What follows belongs to an exercise in optimizing a design on an open flow for small area, a short achievable clock period and few clock cycles per item; a production flow would make more cautious choices. RTL that was checked went through simulation tests only; none was proved equivalent to the original. Power and IR drop assume default switching activity.

==> inputs of build 23 <==
// Rsa256Core
module Rsa256Core (
  input          i_clk,
  input          i_rst,
  input          i_start,
  input  [255:0] i_a,
  input  [255:0] i_d,
  input  [255:0] i_n,
  output [255:0] o_a_pow_d,
  output         o_finished
);
  localparam OP_SQ = 4'd0, OP_MUL1 = 4'd1, OP_MUL3 = 4'd2, OP_PRE = 4'd3, OP_OUT = 4'd4, OP_DONE = 4'd5,
             OP_FSQ = 4'd6, OP_FMUL = 4'd8, OP_GOSCAN = 4'd9, OP_NONE = 4'd15;
  reg         st_idle, st_cl, st_ca, st_scan, st_setup, st_mont, st_sh;
  reg         ph_in, ph_nt, ph_fr;
  reg         fin_r;
  reg  [3:0]  op;           
  reg  [3:0]  mulpend;      
  reg         fast, fpend, wr_a;
  reg         fstart;       
  reg  [1:0]  fcnt;
  reg         sqleft;       
  reg         pre_bit;      
  reg         wr_a3;        
  reg         keepb;        
  reg         first;        
  reg  [8:0]  cnt;
  reg         last;         
  reg  [8:0]  idx;          
  reg         scan_ph;
  reg  [16:0] d_l1;         
  reg  [279:0] Sn, Cn;     
  reg         cinn;           
  reg  [270:0] B;          
  reg  [270:0] A;          
  reg  [270:0] A3;         
  reg  [269:0] NT;        
  reg  [1:0] hcorr;   
  reg  [7:0]  q;          
  reg  [7:0]  dig, dign, dnx;   
  reg  [6:0]  didx;           
  reg  [7:0]  dBsn, dBcn;   
  reg         sgn;            
  reg  [13:0] F;         
  reg  [13:0] nu;         
  reg  [13:0] nlo;        
  reg  [13:0] npr;        
  ...
==> flow/config.mk <==
export PLATFORM = sky130hd
export DESIGN_NAME = Rsa256Core
export DESIGN_NICKNAME = Rsa256Core
export VERILOG_FILES = /design/flow/design.v
export SDC_FILE = /design/flow/constraint.sdc
export NUM_CORES = 8
export LEC_CHECK = 0
export CAP_MARGIN = 20
export CORE_MARGIN = 2
export CORE_UTILIZATION = 48
export SETUP_SLACK_MARGIN = 0.5
export SLEW_MARGIN = 20
export SYNTH_HIERARCHICAL = 1
==> flow/constraint.sdc <==
create_clock -name core_clock -period 16.0 [get_ports {i_clk}]
set_input_delay 3.2000 -clock core_clock [delete_from_list [all_inputs] [get_ports {i_clk}]]
set_output_delay 3.2000 -clock core_clock [all_outputs]
set_load 0.01 [all_outputs]
standard.sh (not shown) runs the stock make flow with config.mk's settings and CLKGATE_MAP_FILE= SYNTH_SCRIPT=/design/flow/synth_recipe.tcl, a recipe that flattens the netlist after the stock synthesis.
==> flow/flow/run.sh <==
#!/bin/bash
# Own layout flow: the standard synthesis, then the standard ORFS layout steps with
# repair_timing aiming for extra setup slack (the clock and constraints are unchanged).
set -uo pipefail
KNOBS=$(cat flow/knobs.txt 2>/dev/null || echo "SETUP_SLACK_MARGIN=10")
[[ -f flow/env.sh ]] && source flow/env.sh
bash standard.sh synth > synth.log 2>&1 || { tail -50 synth.log; exit 1; }
bash standard.sh $KNOBS finish > layout.log 2>&1 || { tail -50 layout.log; exit 1; }
==> flow/flow/env.sh <==
export BUFFER_PORTS_ARGS="-buffer_cell sky130_fd_sc_hd__buf_4"
==> flow/flow/knobs.txt <==
SETUP_SLACK_MARGIN=11.4 SLEW_MARGIN=50
==> build 58: changes against build 23 <==
--- a/flow/design.v
+++ b/flow/design.v
@@ -1503,26 +1503,23 @@
   input          i_rst,
   input          i_start,
   input  [255:0] i_a,
   input  [255:0] i_d,
   input  [255:0] i_n,
   output [255:0] o_a_pow_d,
   output         o_finished
 );
-  localparam OP_SQ = 4'd0, OP_MUL1 = 4'd1, OP_MUL3 = 4'd2, OP_PRE = 4'd3, OP_OUT = 4'd4, OP_DONE = 4'd5,
-             OP_FSQ = 4'd6, OP_FMUL = 4'd8, OP_GOSCAN = 4'd9, OP_NONE = 4'd15;
-  reg         st_idle, st_cl, st_ca, st_scan, st_setup, st_mont, st_sh;
+  localparam OP_SQ = 3'd0, OP_MUL1 = 3'd1, OP_MUL3 = 3'd2, OP_PRE = 3'd3, OP_OUT = 3'd4, OP_DONE = 3'd5,
+             OP_NONE = 3'd7;
+  reg         st_idle, st_cl, st_ca, st_scan, st_setup, st_mont;
   reg         ph_in, ph_nt, ph_fr;
   reg         fin_r;
-  reg  [3:0]  op;           
-  reg  [3:0]  mulpend;      
-  reg         fast, fpend, wr_a;
-  reg         fstart;       
-  reg  [1:0]  fcnt;
+  reg  [2:0]  op;           
+  reg  [2:0]  mulpend;      
   reg         sqleft;       
   reg         pre_bit;      
   reg         wr_a3;        
   reg         keepb;        
   reg         first;        
   reg  [8:0]  cnt;
   reg         last;         
   reg  [8:0]  idx;          
@@ -6492,134 +6489,115 @@
   assign Vsn[287] = 1'b1;
   assign Vcn[287] = 1'b1;
   wire [303:0] xsb = {33'd0, B};
   wire [303:0] xsa = {33'd0, A};
   wire [7:0] dfb = xsb[didx * 8 +: 8];
   wire [7:0] dfa = xsa[didx * 8 +: 8];
   wire [303:0] xs3 = {33'd0, A3};
   wire [7:0] df3 = xs3[didx * 8 +: 8];
-  reg src_b, src_a, src_a3;
-  always @(posedge i_clk) begin
-    src_b <= (op == OP_SQ) || (op == OP_FSQ);
-    src_a <= (op == OP_MUL1) || (op == OP_PRE) || (op == OP_FMUL);
-    src_a3 <= (op == OP_MUL3);
-  end
-  wire [7:0] dfetch = src_b ? dfb : src_a ? dfa : src_a3 ? df3 : 8'd0;
+  wire [7:0] dfetch = (op == OP_SQ) ? dfb : (op == OP_MUL1 || op == OP_PRE) ? dfa : (op == OP_MUL3) ? df3 : 8'd0;
   wire [23:0] lowP = ~Sn[23:0] + ~Cn[23:0] + {23'd0, ~cinn};
   wire [23:0] bnew = (first || keepb) ? B[23:0] : lowP;
-  wire [23:0] dfirst = (op == OP_SQ || op == OP_FSQ) ? bnew : (op == OP_MUL1 || op == OP_PRE || op == OP_FMUL) ? A[23:0] :
+  wire [23:0] dfirst = (op == OP_SQ) ? bnew : (op == OP_MUL1 || op == OP_PRE) ? A[23:0] :
                             (op == OP_MUL3) ? A3[23:0] : 24'd1;
   rsa_mulcs u_m0 (.a(dfirst[7:0]), .b(bnew[7:0]), .sn(m0sn), .cn(m0cn));
   wire mont_last = st_mont && (cnt == 34);
-  wire [270:0] aext = {15'd0, i_a};
-  wire scan_done = st_scan && scan_ph && (fpend || dbit || idx == 9'd0);
-  wire d_zero = st_scan && scan_ph && !fpend && !dbit && idx == 9'd0;
+  wire scan_done = st_scan && scan_ph && (dbit || idx == 9'd0);
+  wire d_zero = st_scan && scan_ph && !dbit && idx == 9'd0;
   wire win11 = dbit && dbit1 && idx != 9'd0;
   wire nt_first = ph_nt && (cnt == 0);
   wire nmbit = npr[13];
   wire [279:0] nz = {24'd0, i_n};
   wire [279:0] n2 = {23'd0, i_n, 1'b0};
   wire [279:0] creg = (nz ^ {280{~sgn}}) | {279'd0, 1'b1};
   wire [279:0] cconv = ph_nt ? (nz & {280{nmbit}}) : last ? (n2 & {280{sgn}}) : creg;
-  wire [279:0] sconv = ph_nt ? (nt_first ? 280'd0 : {9'd0, NT, 1'b0}) : fstart ? {23'd1, 256'd0} : {8'd0, A, 1'b0};
+  wire [279:0] sconv = ph_nt ? (nt_first ? 280'd0 : {9'd0, NT, 1'b0}) : {8'd0, A, 1'b0};
   always @(posedge i_clk or posedge i_rst) begin
     if (i_rst) begin
-      st_idle <= 1'b1; st_sh <= 1'b0; st_cl <= 1'b0; st_ca <= 1'b0; st_scan <= 1'b0; st_setup <= 1'b0; st_mont <= 1'b0;
+      st_idle <= 1'b1; st_cl <= 1'b0; st_ca <= 1'b0; st_scan <= 1'b0; st_setup <= 1'b0; st_mont <= 1'b0;
       ph_in <= 1'b0; ph_nt <= 1'b0; ph_fr <= 1'b0;
       fin_r <= 1'b0;
     end else begin
       fin_r <= st_ca && ph_fr && last;
       st_idle <= (st_idle && !i_start) || (st_ca && ph_fr && last);
-      st_cl <= (st_idle && i_start) || (st_ca && !(ph_fr && last) && !(ph_nt && last)) || st_sh;
-      st_sh <= st_setup && op == OP_DONE;
+      st_cl <= (st_idle && i_start) || (st_ca && !(ph_fr && last) && !(ph_nt && last)) || (st_setup && op == OP_DONE);
       st_ca <= st_cl;
-      st_scan <= (st_ca && ph_nt && last) || (st_scan && !scan_done) || (st_setup && op == OP_GOSCAN);
+      st_scan <= (st_ca && ph_nt && last) || (st_scan && !scan_done);
       st_setup <= scan_done || mont_last;
-      st_mont <= (st_setup && op != OP_DONE && op != OP_GOSCAN) || (st_mont && !mont_last);
+      st_mont <= (st_setup && op != OP_DONE) || (st_mont && !mont_last);
       if (st_idle && i_start) ph_in <= 1'b1;
       if (st_ca && ph_in && last) begin ph_in <= 1'b0; ph_nt <= 1'b1; end
       if (st_ca && ph_nt && last) ph_nt <= 1'b0;
       if (st_setup && op == OP_DONE) ph_fr <= 1'b1;
       if (st_ca && ph_fr && last) ph_fr <= 1'b0;
     end
   end
-  wire a_en = st_idle || (st_ca && !ph_nt) || (st_setup && (op == OP_DONE || wr_a)) || st_sh || (st_mont && op == OP_FSQ);
-  wire [270:0] a_alt = st_sh ? (A >> 14) : aext;
-  always @(posedge i_clk) if (a_en) A <= (st_ca || st_setup) ? P : a_alt;
   always @(posedge i_clk) begin
     d_l1 <= dpad[{idx[7:4], 4'd0} +: 17];
     if (st_idle) begin
-      fast <= i_n[255];
-      fstart <= i_n[255];
-      fpend <= i_n[255];
-      wr_a <= 1'b0;
+      A <= {15'd0, i_a};
       sgn <= 1'b0;
       cnt <= 0;
       last <= 1'b0;
       idx <= 9'd255;
       scan_ph <= 1'b0;
       F <= 0;
       nu <= i_n[14:1];
       nlo <= i_n[13:0];
       npr <= {1'b1, 13'd0};
     end
     if (st_ca) begin
-      fstart <= 1'b0;
       sgn <= P[270];
+      if (!ph_nt) A <= P;
       if (ph_nt) NT <= P[269:0];
       if (ph_fr) F <= F << 1;
       cnt <= last ? 0 : cnt + 1'b1;
-      last <= ph_in ? (cnt == (fast ? 32 : 270)) : ph_nt ? (cnt == 12) : (cnt == 13);
+      last <= ph_in ? (cnt == 270) : ph_nt ? (cnt == 12) : (cnt == 13);
       if (last && !ph_nt) B <= P;
       if (ph_in && cnt < 13) begin
         npr <= {~nu[0], npr[13:1]};
         nu <= ({1'b0, nu} + (nu[0] ? 15'd0 : {1'b0, nlo})) >> 1;
       end
       if (ph_nt) npr <= npr << 1;
     end
     if (st_scan) begin
       hcorr <= NT[15:14] + 1'b1;
       scan_ph <= ~scan_ph;
       first <= 1'b1;
       wr_a3 <= 1'b0;
       keepb <= 1'b0;
       if (scan_ph) begin
-        if (fpend) begin
-          op <= OP_FSQ;
-          fcnt <= 2'd3;
-          fpend <= 1'b0;
-        end else if (dbit) begin
+        if (dbit) begin
           op <= (idx == 9'd0) ? OP_OUT : OP_SQ;
           mulpend <= OP_PRE;
           sqleft <= 1'b0;
           pre_bit <= dbit1;
           idx <= idx - 9'd2;
         end else if (idx == 9'd0) begin
           op <= OP_DONE; first <= 1'b0;
         end else idx <= idx - 9'd1;
       end
     end
     if (st_setup) begin
       cnt <= 0;
       first <= 1'b0;
       if (!first && !keepb) B <= P;
       if (wr_a3) A3 <= P;
       wr_a3 <= 1'b0;
-      wr_a <= 1'b0;
-      if (op == OP_GOSCAN) scan_ph <= 1'b0;
       keepb <= 1'b0;
       dig <= dfirst[7:0];
       dign <= dfirst[15:8];
       dnx <= dfirst[23:16];
       didx <= 7'd3;
       dBsn <= m0sn;
       dBcn <= m0cn;
       q <= 0;
       if (op == OP_DONE) begin
+        A <= P >> 14;
         F <= P[13:0];
         sgn <= 1'b0;
         last <= 1'b0;
       end
     end
     if (st_mont) begin
       cnt <= cnt + 1'b1;
       dig <= dign;
@@ -6627,22 +6605,17 @@
       dnx <= dfetch;
       didx <= didx + 7'd1;
       dBsn <= mmsn;
       dBcn <= mmcn;
       q <= qnext;
       if (cnt == 34) begin
         wr_a3 <= (op == OP_PRE);
         keepb <= (op == OP_PRE) && !pre_bit;
-        if (op == OP_FSQ) begin
-          if (fcnt != 2'd0) fcnt <= fcnt - 2'd1;
-          else op <= OP_FMUL;
-        end
-        else if (op == OP_FMUL) begin op <= OP_GOSCAN; wr_a <= 1'b1; end
-        else if (op == OP_OUT) op <= OP_DONE;
+        if (op == OP_OUT) op <= OP_DONE;
         else if (op == OP_SQ && sqleft) sqleft <= 1'b0;
         else if (op == OP_SQ && mulpend != OP_NONE) begin op <= mulpend; mulpend <= OP_NONE; end
         else if (idx[8]) op <= OP_OUT;
         else begin
           op <= OP_SQ;
           sqleft <= win11;
           mulpend <= !dbit ? OP_NONE : win11 ? OP_MUL3 : OP_MUL1;
           idx <= idx - (win11 ? 9'd2 : 9'd1);
==> flow/flow/knobs.txt (replaced) <==
SETUP_SLACK_MARGIN=11.4 SLEW_MARGIN=40 TNS_END_PERCENT=10
- CORE_UTILIZATION: 48 -> 40
==> trial 41: changes against build 23 <==
--- a/flow/design.v
+++ b/flow/design.v
@@ -1505,23 +1505,22 @@
   input  [255:0] i_a,
   input  [255:0] i_d,
   input  [255:0] i_n,
   output [255:0] o_a_pow_d,
   output         o_finished
 );
   localparam OP_SQ = 4'd0, OP_MUL1 = 4'd1, OP_MUL3 = 4'd2, OP_PRE = 4'd3, OP_OUT = 4'd4, OP_DONE = 4'd5,
              OP_FSQ = 4'd6, OP_FMUL = 4'd8, OP_GOSCAN = 4'd9, OP_NONE = 4'd15;
-  reg         st_idle, st_cl, st_ca, st_scan, st_setup, st_mont, st_sh;
+  reg         st_idle, st_cl, st_ca, st_scan, st_setup, st_mont;
   reg         ph_in, ph_nt, ph_fr;
   reg         fin_r;
   reg  [3:0]  op;           
   reg  [3:0]  mulpend;      
   reg         fast, fpend, wr_a;
-  reg         fstart;       
   reg  [1:0]  fcnt;
   reg         sqleft;       
   reg         pre_bit;      
   reg         wr_a3;        
   reg         keepb;        
   reg         first;        
   reg  [8:0]  cnt;
   reg         last;         
@@ -6492,84 +6491,74 @@
   assign Vsn[287] = 1'b1;
   assign Vcn[287] = 1'b1;
   wire [303:0] xsb = {33'd0, B};
   wire [303:0] xsa = {33'd0, A};
   wire [7:0] dfb = xsb[didx * 8 +: 8];
   wire [7:0] dfa = xsa[didx * 8 +: 8];
   wire [303:0] xs3 = {33'd0, A3};
   wire [7:0] df3 = xs3[didx * 8 +: 8];
-  reg src_b, src_a, src_a3;
-  always @(posedge i_clk) begin
-    src_b <= (op == OP_SQ) || (op == OP_FSQ);
-    src_a <= (op == OP_MUL1) || (op == OP_PRE) || (op == OP_FMUL);
-    src_a3 <= (op == OP_MUL3);
-  end
-  wire [7:0] dfetch = src_b ? dfb : src_a ? dfa : src_a3 ? df3 : 8'd0;
+  wire [7:0] dfetch = (op == OP_SQ || op == OP_FSQ) ? dfb : (op == OP_MUL1 || op == OP_PRE || op == OP_FMUL) ? dfa :
+                         (op == OP_MUL3) ? df3 : 8'd0;
   wire [23:0] lowP = ~Sn[23:0] + ~Cn[23:0] + {23'd0, ~cinn};
   wire [23:0] bnew = (first || keepb) ? B[23:0] : lowP;
   wire [23:0] dfirst = (op == OP_SQ || op == OP_FSQ) ? bnew : (op == OP_MUL1 || op == OP_PRE || op == OP_FMUL) ? A[23:0] :
                             (op == OP_MUL3) ? A3[23:0] : 24'd1;
   rsa_mulcs u_m0 (.a(dfirst[7:0]), .b(bnew[7:0]), .sn(m0sn), .cn(m0cn));
   wire mont_last = st_mont && (cnt == 34);
-  wire [270:0] aext = {15'd0, i_a};
   wire scan_done = st_scan && scan_ph && (fpend || dbit || idx == 9'd0);
   wire d_zero = st_scan && scan_ph && !fpend && !dbit && idx == 9'd0;
   wire win11 = dbit && dbit1 && idx != 9'd0;
   wire nt_first = ph_nt && (cnt == 0);
   wire nmbit = npr[13];
   wire [279:0] nz = {24'd0, i_n};
   wire [279:0] n2 = {23'd0, i_n, 1'b0};
   wire [279:0] creg = (nz ^ {280{~sgn}}) | {279'd0, 1'b1};
   wire [279:0] cconv = ph_nt ? (nz & {280{nmbit}}) : last ? (n2 & {280{sgn}}) : creg;
-  wire [279:0] sconv = ph_nt ? (nt_first ? 280'd0 : {9'd0, NT, 1'b0}) : fstart ? {23'd1, 256'd0} : {8'd0, A, 1'b0};
+  wire [279:0] sconv = ph_nt ? (nt_first ? 280'd0 : {9'd0, NT, 1'b0}) : {8'd0, A, 1'b0};
   always @(posedge i_clk or posedge i_rst) begin
     if (i_rst) begin
-      st_idle <= 1'b1; st_sh <= 1'b0; st_cl <= 1'b0; st_ca <= 1'b0; st_scan <= 1'b0; st_setup <= 1'b0; st_mont <= 1'b0;
+      st_idle <= 1'b1; st_cl <= 1'b0; st_ca <= 1'b0; st_scan <= 1'b0; st_setup <= 1'b0; st_mont <= 1'b0;
       ph_in <= 1'b0; ph_nt <= 1'b0; ph_fr <= 1'b0;
       fin_r <= 1'b0;
     end else begin
       fin_r <= st_ca && ph_fr && last;
       st_idle <= (st_idle && !i_start) || (st_ca && ph_fr && last);
-      st_cl <= (st_idle && i_start) || (st_ca && !(ph_fr && last) && !(ph_nt && last)) || st_sh;
-      st_sh <= st_setup && op == OP_DONE;
+      st_cl <= (st_idle && i_start) || (st_ca && !(ph_fr && last) && !(ph_nt && last)) || (st_setup && op == OP_DONE);
       st_ca <= st_cl;
       st_scan <= (st_ca && ph_nt && last) || (st_scan && !scan_done) || (st_setup && op == OP_GOSCAN);
       st_setup <= scan_done || mont_last;
       st_mont <= (st_setup && op != OP_DONE && op != OP_GOSCAN) || (st_mont && !mont_last);
       if (st_idle && i_start) ph_in <= 1'b1;
       if (st_ca && ph_in && last) begin ph_in <= 1'b0; ph_nt <= 1'b1; end
       if (st_ca && ph_nt && last) ph_nt <= 1'b0;
       if (st_setup && op == OP_DONE) ph_fr <= 1'b1;
       if (st_ca && ph_fr && last) ph_fr <= 1'b0;
     end
   end
-  wire a_en = st_idle || (st_ca && !ph_nt) || (st_setup && (op == OP_DONE || wr_a)) || st_sh || (st_mont && op == OP_FSQ);
-  wire [270:0] a_alt = st_sh ? (A >> 14) : aext;
-  always @(posedge i_clk) if (a_en) A <= (st_ca || st_setup) ? P : a_alt;
   always @(posedge i_clk) begin
     d_l1 <= dpad[{idx[7:4], 4'd0} +: 17];
     if (st_idle) begin
       fast <= i_n[255];
-      fstart <= i_n[255];
       fpend <= i_n[255];
       wr_a <= 1'b0;
+      A <= i_n[255] ? {15'd0, 1'b1, 255'd0} : {15'd0, i_a};
       sgn <= 1'b0;
       cnt <= 0;
       last <= 1'b0;
       idx <= 9'd255;
       scan_ph <= 1'b0;
       F <= 0;
       nu <= i_n[14:1];
       nlo <= i_n[13:0];
       npr <= {1'b1, 13'd0};
     end
     if (st_ca) begin
-      fstart <= 1'b0;
       sgn <= P[270];
+      if (!ph_nt) A <= P;
       if (ph_nt) NT <= P[269:0];
       if (ph_fr) F <= F << 1;
       cnt <= last ? 0 : cnt + 1'b1;
       last <= ph_in ? (cnt == (fast ? 32 : 270)) : ph_nt ? (cnt == 12) : (cnt == 13);
       if (last && !ph_nt) B <= P;
       if (ph_in && cnt < 13) begin
         npr <= {~nu[0], npr[13:1]};
         nu <= ({1'b0, nu} + (nu[0] ? 15'd0 : {1'b0, nlo})) >> 1;
@@ -6599,41 +6588,44 @@
       end
     end
     if (st_setup) begin
       cnt <= 0;
       first <= 1'b0;
       if (!first && !keepb) B <= P;
       if (wr_a3) A3 <= P;
       wr_a3 <= 1'b0;
+      if (wr_a) A <= P;
       wr_a <= 1'b0;
       if (op == OP_GOSCAN) scan_ph <= 1'b0;
       keepb <= 1'b0;
       dig <= dfirst[7:0];
       dign <= dfirst[15:8];
       dnx <= dfirst[23:16];
       didx <= 7'd3;
       dBsn <= m0sn;
       dBcn <= m0cn;
       q <= 0;
       if (op == OP_DONE) begin
+        A <= P >> 14;
         F <= P[13:0];
         sgn <= 1'b0;
         last <= 1'b0;
       end
     end
     if (st_mont) begin
       cnt <= cnt + 1'b1;
       dig <= dign;
       dign <= dnx;
       dnx <= dfetch;
       didx <= didx + 7'd1;
       dBsn <= mmsn;
       dBcn <= mmcn;
       q <= qnext;
+      if (op == OP_FSQ) A <= {15'd0, i_a};
       if (cnt == 34) begin
         wr_a3 <= (op == OP_PRE);
         keepb <= (op == OP_PRE) && !pre_bit;
         if (op == OP_FSQ) begin
           if (fcnt != 2'd0) fcnt <= fcnt - 2'd1;
           else op <= OP_FMUL;
         end
         else if (op == OP_FMUL) begin op <= OP_GOSCAN; wr_a <= 1'b1; end
==> flow/flow/knobs.txt (replaced) <==
SETUP_SLACK_MARGIN=11.25 SLEW_MARGIN=40
==> notes <==
Sequential power, lowest first: build 23, build 58, trial 41. Design area: build 58 < build 23 < trial 41. Area after synthesis, highest first: trial 41, build 23, build 58. Fmax, highest first: build 23, trial 41, build 58. Synthesized cell count, highest first: trial 41, build 58, build 23.
==> figures <==
Result of the run: build 58 finished clean; trial 41 finished clean; build 23 finished clean
Total chip power: build 58 19.1 mW; trial 41 25.6 mW; build 23 19.4 mW
Tot GR Track Use: build 58 0.353; trial 41 0.433; build 23 0.414
Non-clock buffer share: build 58 0.0715; trial 41 0.0734; build 23 0.0878
Power in sequential cells: build 58 6.46 mW; trial 41 6.62 mW; build 23 5.64 mW
CTS buffer count: build 58 228; trial 41 224; build 23 222
Number of detailed-routing iterations run before antenna repair: build 58 7; trial 41 14; build 23 9
Filler-free cell count of the finished design: build 58 26.2k; trial 41 25.9k; build 23 24.8k
Critical-path maximum fanout: build 58 11; trial 41 7; build 23 2
Critical path's largest stage delay: build 58 0.49 ns; trial 41 0.41 ns; build 23 0.33 ns
Static power due to leakage: build 58 58.2 nW; trial 41 86.3 nW; build 23 84.4 nW
Testbench counts of build 23, summed over its fixed seeds: cycles 302,996, ops 24.
Testbench counts of build 58, summed over its fixed seeds: cycles 310,004, ops 24.
No functional check of the RTL was part of trial 41.

static timing again, ports no longer ideal:
No port has a modelled driver above. Below, the same layouts with a new extraction and two added sets of constraints.
Step 1 sets driving cells, clkbuf_16 on the clock port and buf_2 on the other inputs (assumed; they add their load-dependent delay and slew).
Step 2 also shifts input and output timing later by t, the mid clock arrival at the registers, as if the neighbouring blocks saw the same clock.
Three values: ideal, step 1, step 2; two values: the first two.
run	t (ns)	setup WS [ns]	worst setup path after step 2	worst data-port slew with drivers (ns)	pins driven straight from the clock port
build 23	1.103	11.204 / 11.067 / 11.213	register to register	0.13	1
build 58	1.113	11.102 / 10.979 / 11.191	register to register	0.27	1
trial 41	1.101	11.169 / 11.040 / 10.335	input to register	0.41	1
After both steps every run listed still meets setup and hold. For trial 41, which loses most, drivers alone change the setup slack by -0.129 ns; drivers and shift together by -0.834 ns.
